From an optimization exercise on the open Yosys and OpenROAD flow, aimed at small area, a short achievable clock period and few clock cycles per item; shortcuts taken in it are not production practice.
RTL that was checked went through simulation tests only; none was proved equivalent to the original.
Power and IR drop assume default switching activity.

job 5904:
==> flow/design.v (excerpt) <==
module MD5_custom_SIMD_instruction (clk, reset,
	in_v, rd, vrd1, vrd2,
		in_data, in_vdata1, in_vdata2,
	out_v, out_rd, out_vrd1, out_vrd2,
		out_data, out_vdata1, out_vdata2);
Settings: LEC_CHECK=0, ABC_CLOCK_PERIOD_IN_PS=2500, CAP_MARGIN=20, CORE_AREA=5 5 385 385, DIE_AREA=0 0 390 390, SETUP_SLACK_MARGIN=5, SLEW_MARGIN=20; clock period 12.0 ns.
run.sh (not shown) runs the stock make flow with config.mk's settings and CLKGATE_MAP_FILE= SYNTH_SCRIPT=/design/flow/synth_recipe.tcl, a recipe that flattens the netlist after the stock synthesis.
Inputs modified between job 5904 and job 3169:
- changing ABC_CLOCK_PERIOD_IN_PS from 2500 to 1000
--- outcome ---
Job 3169 completed every stage of the flow, and the final layout passed the timing, design-rule and antenna checks.
Compared with job 5904, in job 3169 achievable frequency comparable; count of nets after finishing level; cell area held steady; global-route wire length before repair essentially unchanged; number of tap cells added at floorplan held steady.
As far as power goes, job 5904 and job 3169 are indistinguishable; the numbers are identical.
Re remaining number of nets flagged by the antenna check after routing: no difference whatsoever between job 3169 and job 5904.
Summary of job 3169 over job 5904: worst hold path cell count stayed essentially flat; total wire length after detailed routing stayed essentially flat.
Function was not checked in any run of this note: the RTL went through the layout flow alone.

---

lane 1:
MD5_custom_SIMD_instruction, a different RTL version from the one above (not shown whole).
For scale: roughly 720 flip-flops, ~1100 I/O pins, about 0.039 mm2 of cells after synthesis.
clock: 12.0 ns
lec_check: 0
abc_area: 1
cap_margin: 20
core_area: 5 5 375 375
cts_cluster_diameter: 80
cts_cluster_size: 28
die_area: 0 0 380 380
place_density: 0.64
slew_margin: 20
tns_end_percent: 0
standard.sh (not shown) runs the stock make flow with config.mk's settings and CLKGATE_MAP_FILE= SYNTH_SCRIPT=/design/flow/synth_recipe.tcl, a recipe that flattens the netlist after the stock synthesis.
==> flow/flow/run.sh <==
#!/bin/bash
# ORFS layout (the standard.sh) with: the full-adder and half-adder cells kept out of
# synthesis and layout (the platform's don't-use list plus fa/ha), a tighter setup-repair
# target, free resizing, and minimum-size port buffers.
set -euo pipefail
DU="sky130_fd_sc_hd__probe_p_8 sky130_fd_sc_hd__probec_p_8 sky130_fd_sc_hd__lpflow_bleeder_1 sky130_fd_sc_hd__lpflow_clkbufkapwr_1 sky130_fd_sc_hd__lpflow_clkbufkapwr_16 sky130_fd_sc_hd__lpflow_clkbufkapwr_2 sky130_fd_sc_hd__lpflow_clkbufkapwr_4 sky130_fd_sc_hd__lpflow_clkbufkapwr_8 sky130_fd_sc_hd__lpflow_clkinvkapwr_1 sky130_fd_sc_hd__lpflow_clkinvkapwr_16 sky130_fd_sc_hd__lpflow_clkinvkapwr_2 sky130_fd_sc_hd__lpflow_clkinvkapwr_4 sky130_fd_sc_hd__lpflow_clkinvkapwr_8 sky130_fd_sc_hd__lpflow_decapkapwr_12 sky130_fd_sc_hd__lpflow_decapkapwr_3 sky130_fd_sc_hd__lpflow_decapkapwr_4 sky130_fd_sc_hd__lpflow_decapkapwr_6 sky130_fd_sc_hd__lpflow_decapkapwr_8 sky130_fd_sc_hd__lpflow_inputiso0n_1 sky130_fd_sc_hd__lpflow_inputiso0p_1 sky130_fd_sc_hd__lpflow_inputiso1n_1 sky130_fd_sc_hd__lpflow_inputiso1p_1 sky130_fd_sc_hd__lpflow_inputisolatch_1 sky130_fd_sc_hd__lpflow_isobufsrc_1 sky130_fd_sc_hd__lpflow_isobufsrc_16 sky130_fd_sc_hd__lpflow_isobufsrc_2 sky130_fd_sc_hd__lpflow_isobufsrc_4 sky130_fd_sc_hd__lpflow_isobufsrc_8 sky130_fd_sc_hd__lpflow_isobufsrckapwr_16 sky130_fd_sc_hd__lpflow_lsbuf_lh_hl_isowell_tap_1 sky130_fd_sc_hd__lpflow_lsbuf_lh_hl_isowell_tap_2 sky130_fd_sc_hd__lpflow_lsbuf_lh_hl_isowell_tap_4 sky130_fd_sc_hd__lpflow_lsbuf_lh_isowell_4 sky130_fd_sc_hd__lpflow_lsbuf_lh_isowell_tap_1 sky130_fd_sc_hd__lpflow_lsbuf_lh_isowell_tap_2 sky130_fd_sc_hd__lpflow_lsbuf_lh_isowell_tap_4 sky130_fd_sc_hd__fa_1 sky130_fd_sc_hd__fa_2 sky130_fd_sc_hd__fa_4 sky130_fd_sc_hd__ha_1 sky130_fd_sc_hd__ha_2 sky130_fd_sc_hd__ha_4"
bash standard.sh "DONT_USE_CELLS=$DU" SETUP_SLACK_MARGIN=9 MATCH_CELL_FOOTPRINT=0 SKIP_GATE_CLONING=1 SKIP_REPAIR_TIE_FANOUT=1 "BUFFER_PORTS_ARGS=-buffer_cell sky130_fd_sc_hd__buf_1" finish > standard.log 2>&1
No stage failed in lane 1, and the final checks on the layout all came back clean.
Testbench counts of lane 1, summed over its fixed seeds: cycles 105,600, hashes 1,600.
#### Input delta (lane 2 over lane 1)
- clearing CTS_CLUSTER_SIZE, which used to be 28
- clearing PLACE_DENSITY, which used to be 0.64
- clearing CTS_CLUSTER_DIAMETER, which used to be 80
==> run notes <==
- From lane 1 to lane 2, die area did not move at all.
- Per the comparison of lane 2 with lane 1, multi-input logic area saw a decrease, global-route usage rose 0.58 points, final critical-path share of the clock period shrank by 0.95 points.
- In the flow results for lane 2 and lane 1, the flip-flop and latch share of the layout cell area is larger on lane 1.
- [lane 2] synthesis-to-finish area growth rose 0.90 points relative to lane 1

---

run 1:
Another version of the RTL of MD5_custom_SIMD_instruction (not shown whole).
Size in the first run: about 5400 cells after synthesis, about 750 flip-flops, ~1100 I/O pins.
==> flow/config.mk <==
export PLATFORM = sky130hd
export DESIGN_NAME = MD5_custom_SIMD_instruction
export DESIGN_NICKNAME = MD5_custom_SIMD_instruction
export VERILOG_FILES = /design/flow/design.v
export SDC_FILE = /design/flow/constraint.sdc
export NUM_CORES = 8
export LEC_CHECK = 0
export ABC_AREA = 1
export CAP_MARGIN = 20
export CORE_AREA = 5 5 385 385
export DIE_AREA = 0 0 390 390
export SLEW_MARGIN = 20
export TNS_END_PERCENT = 0
==> flow/constraint.sdc <==
create_clock -name core_clock -period 12.0 [get_ports {clk}]
set_input_delay 2.4000 -clock core_clock [delete_from_list [all_inputs] [get_ports {clk}]]
set_output_delay 2.4000 -clock core_clock [all_outputs]
set_load 0.01 [all_outputs]
==> flow/flow/run.sh <==
#!/bin/bash
# ORFS layout (the standard.sh) with: the full-adder and half-adder cells kept out of
# synthesis and layout (the platform's don't-use list plus fa/ha), a tighter setup-repair
# target, free resizing, and minimum-size port buffers.
set -euo pipefail
DU="sky130_fd_sc_hd__probe_p_8 sky130_fd_sc_hd__probec_p_8 sky130_fd_sc_hd__lpflow_bleeder_1 sky130_fd_sc_hd__lpflow_clkbufkapwr_1 sky130_fd_sc_hd__lpflow_clkbufkapwr_16 sky130_fd_sc_hd__lpflow_clkbufkapwr_2 sky130_fd_sc_hd__lpflow_clkbufkapwr_4 sky130_fd_sc_hd__lpflow_clkbufkapwr_8 sky130_fd_sc_hd__lpflow_clkinvkapwr_1 sky130_fd_sc_hd__lpflow_clkinvkapwr_16 sky130_fd_sc_hd__lpflow_clkinvkapwr_2 sky130_fd_sc_hd__lpflow_clkinvkapwr_4 sky130_fd_sc_hd__lpflow_clkinvkapwr_8 sky130_fd_sc_hd__lpflow_decapkapwr_12 sky130_fd_sc_hd__lpflow_decapkapwr_3 sky130_fd_sc_hd__lpflow_decapkapwr_4 sky130_fd_sc_hd__lpflow_decapkapwr_6 sky130_fd_sc_hd__lpflow_decapkapwr_8 sky130_fd_sc_hd__lpflow_inputiso0n_1 sky130_fd_sc_hd__lpflow_inputiso0p_1 sky130_fd_sc_hd__lpflow_inputiso1n_1 sky130_fd_sc_hd__lpflow_inputiso1p_1 sky130_fd_sc_hd__lpflow_inputisolatch_1 sky130_fd_sc_hd__lpflow_isobufsrc_1 sky130_fd_sc_hd__lpflow_isobufsrc_16 sky130_fd_sc_hd__lpflow_isobufsrc_2 sky130_fd_sc_hd__lpflow_isobufsrc_4 sky130_fd_sc_hd__lpflow_isobufsrc_8 sky130_fd_sc_hd__lpflow_isobufsrckapwr_16 sky130_fd_sc_hd__lpflow_lsbuf_lh_hl_isowell_tap_1 sky130_fd_sc_hd__lpflow_lsbuf_lh_hl_isowell_tap_2 sky130_fd_sc_hd__lpflow_lsbuf_lh_hl_isowell_tap_4 sky130_fd_sc_hd__lpflow_lsbuf_lh_isowell_4 sky130_fd_sc_hd__lpflow_lsbuf_lh_isowell_tap_1 sky130_fd_sc_hd__lpflow_lsbuf_lh_isowell_tap_2 sky130_fd_sc_hd__lpflow_lsbuf_lh_isowell_tap_4 sky130_fd_sc_hd__fa_1 sky130_fd_sc_hd__fa_2 sky130_fd_sc_hd__fa_4 sky130_fd_sc_hd__ha_1 sky130_fd_sc_hd__ha_2 sky130_fd_sc_hd__ha_4"
bash standard.sh "DONT_USE_CELLS=$DU" SETUP_SLACK_MARGIN=8.5 MATCH_CELL_FOOTPRINT=0 "BUFFER_PORTS_ARGS=-buffer_cell sky130_fd_sc_hd__buf_1" finish > standard.log 2>&1
The following lists how run 2 was set up differently from run 1:
Settings: swapping 0 for 30 in TNS_END_PERCENT.
## What came out
Total power, run 2 vs run 1: up by a little under 10%. When run 2 is set beside run 1, its fraction of the cycle the final worst path needs turns out to be 0.34 points smaller. Diff run 1 -> run 2: sum of met3 wire segment lengths after detailed routing increased by about 6% relative to the old numbers; global routing usage on met1 now sits higher. Of run 2 and run 1, the higher via count belongs to run 2. Diff run 2 and run 1: internal power contribution higher in run 2. Per the comparison of run 2 with run 1, global-route total usage across every layer rose 0.31 points; number of storage elements in the synthesis netlist held steady; filler-free cell count of the finished design rose by 1.2%. Run 1 ended with every stage complete and zero timing, DRC or antenna violations. Run 2 reached the final stage; the timing, design-rule and antenna checks on its layout passed.
Edits applied to the flow inputs when going from run 2 to run 3:
Settings: TNS_END_PERCENT now 0, was 30; PLACE_DENSITY now 0.8, previously not set.
Notes after the runs:
- Fraction of cell area in non-clock buffers, run 3 and run 2, lower one = run 3.
- Routed wire in run 3 totals less than in run 2.
- Summary of the comparison: worst slew margin relative to its limit is lower in run 3, relative to run 2.
- Summary of run 3 over run 2: overall power shows a reduction of 5.4%; clock transition at the registers of the reported paths shows no meaningful change; peak clock frequency supported by timing shows a reduction of 5.4%; count of max-cap constraint violations shows no meaningful change; post-route core utilization shows a reduction of 1.8 points.
- Run 3 against run 2; maximum number of pins on one net before global-route repair is up by more than 100%.
- Fraction of power consumed by the clock network for run 3: 2.1 points up relative to run 2
- Lower critical path depth was reported by run 3, not run 2.
Function was not checked in any run of this note: the RTL went through the layout flow alone.

==> static timing again, ports no longer ideal <==
The flow's constraints put no driver on any port. The routed layouts listed below were extracted and timed again, unchanged, in two steps.
Step 1: set_driving_cell puts a clkbuf_16 on clk and a buf_2 on each other input, an assumption about the parent block.
Step 2 moves the port delays by t, midway between the first and last clock arrival at a register: inputs arrive t later, outputs are due t later. That takes back most of the time a late clock gives input paths.
Slacks: no drivers / after step 1 / after step 2; pairs: no drivers / after step 1.
run	t, ns	slack for setup (ns)	hold slack, ns	latest minus earliest clock arrival (ns)	worst slew at a driven data input, ns
job 5904	0.774	5.157 / 5.157 / 5.157	0.367 / 0.367 / 0.367	0.095 / 0.096	0.22
job 3169	0.774	5.157 / 5.157 / 5.157	0.367 / 0.367 / 0.367	0.095 / 0.096	0.22
lane 1	0.726	7.702 / 7.702 / 7.702	0.396 / 0.396 / 0.396	0.068 / 0.068	0.20
lane 2	0.736	7.815 / 7.806 / 7.815	0.405 / 0.405 / 0.405	0.066 / 0.066	0.15
run 1	0.789	7.699 / 7.699 / 7.699	0.363 / 0.363 / 0.363	0.064 / 0.064	0.19
run 2	0.796	7.740 / 7.740 / 7.740	0.363 / 0.363 / 0.363	0.067 / 0.067	0.20
run 3	0.786	7.498 / 7.498 / 7.498	0.380 / 0.380 / 0.380	0.074 / 0.074	0.27
After both steps setup and hold are still met in every run listed.
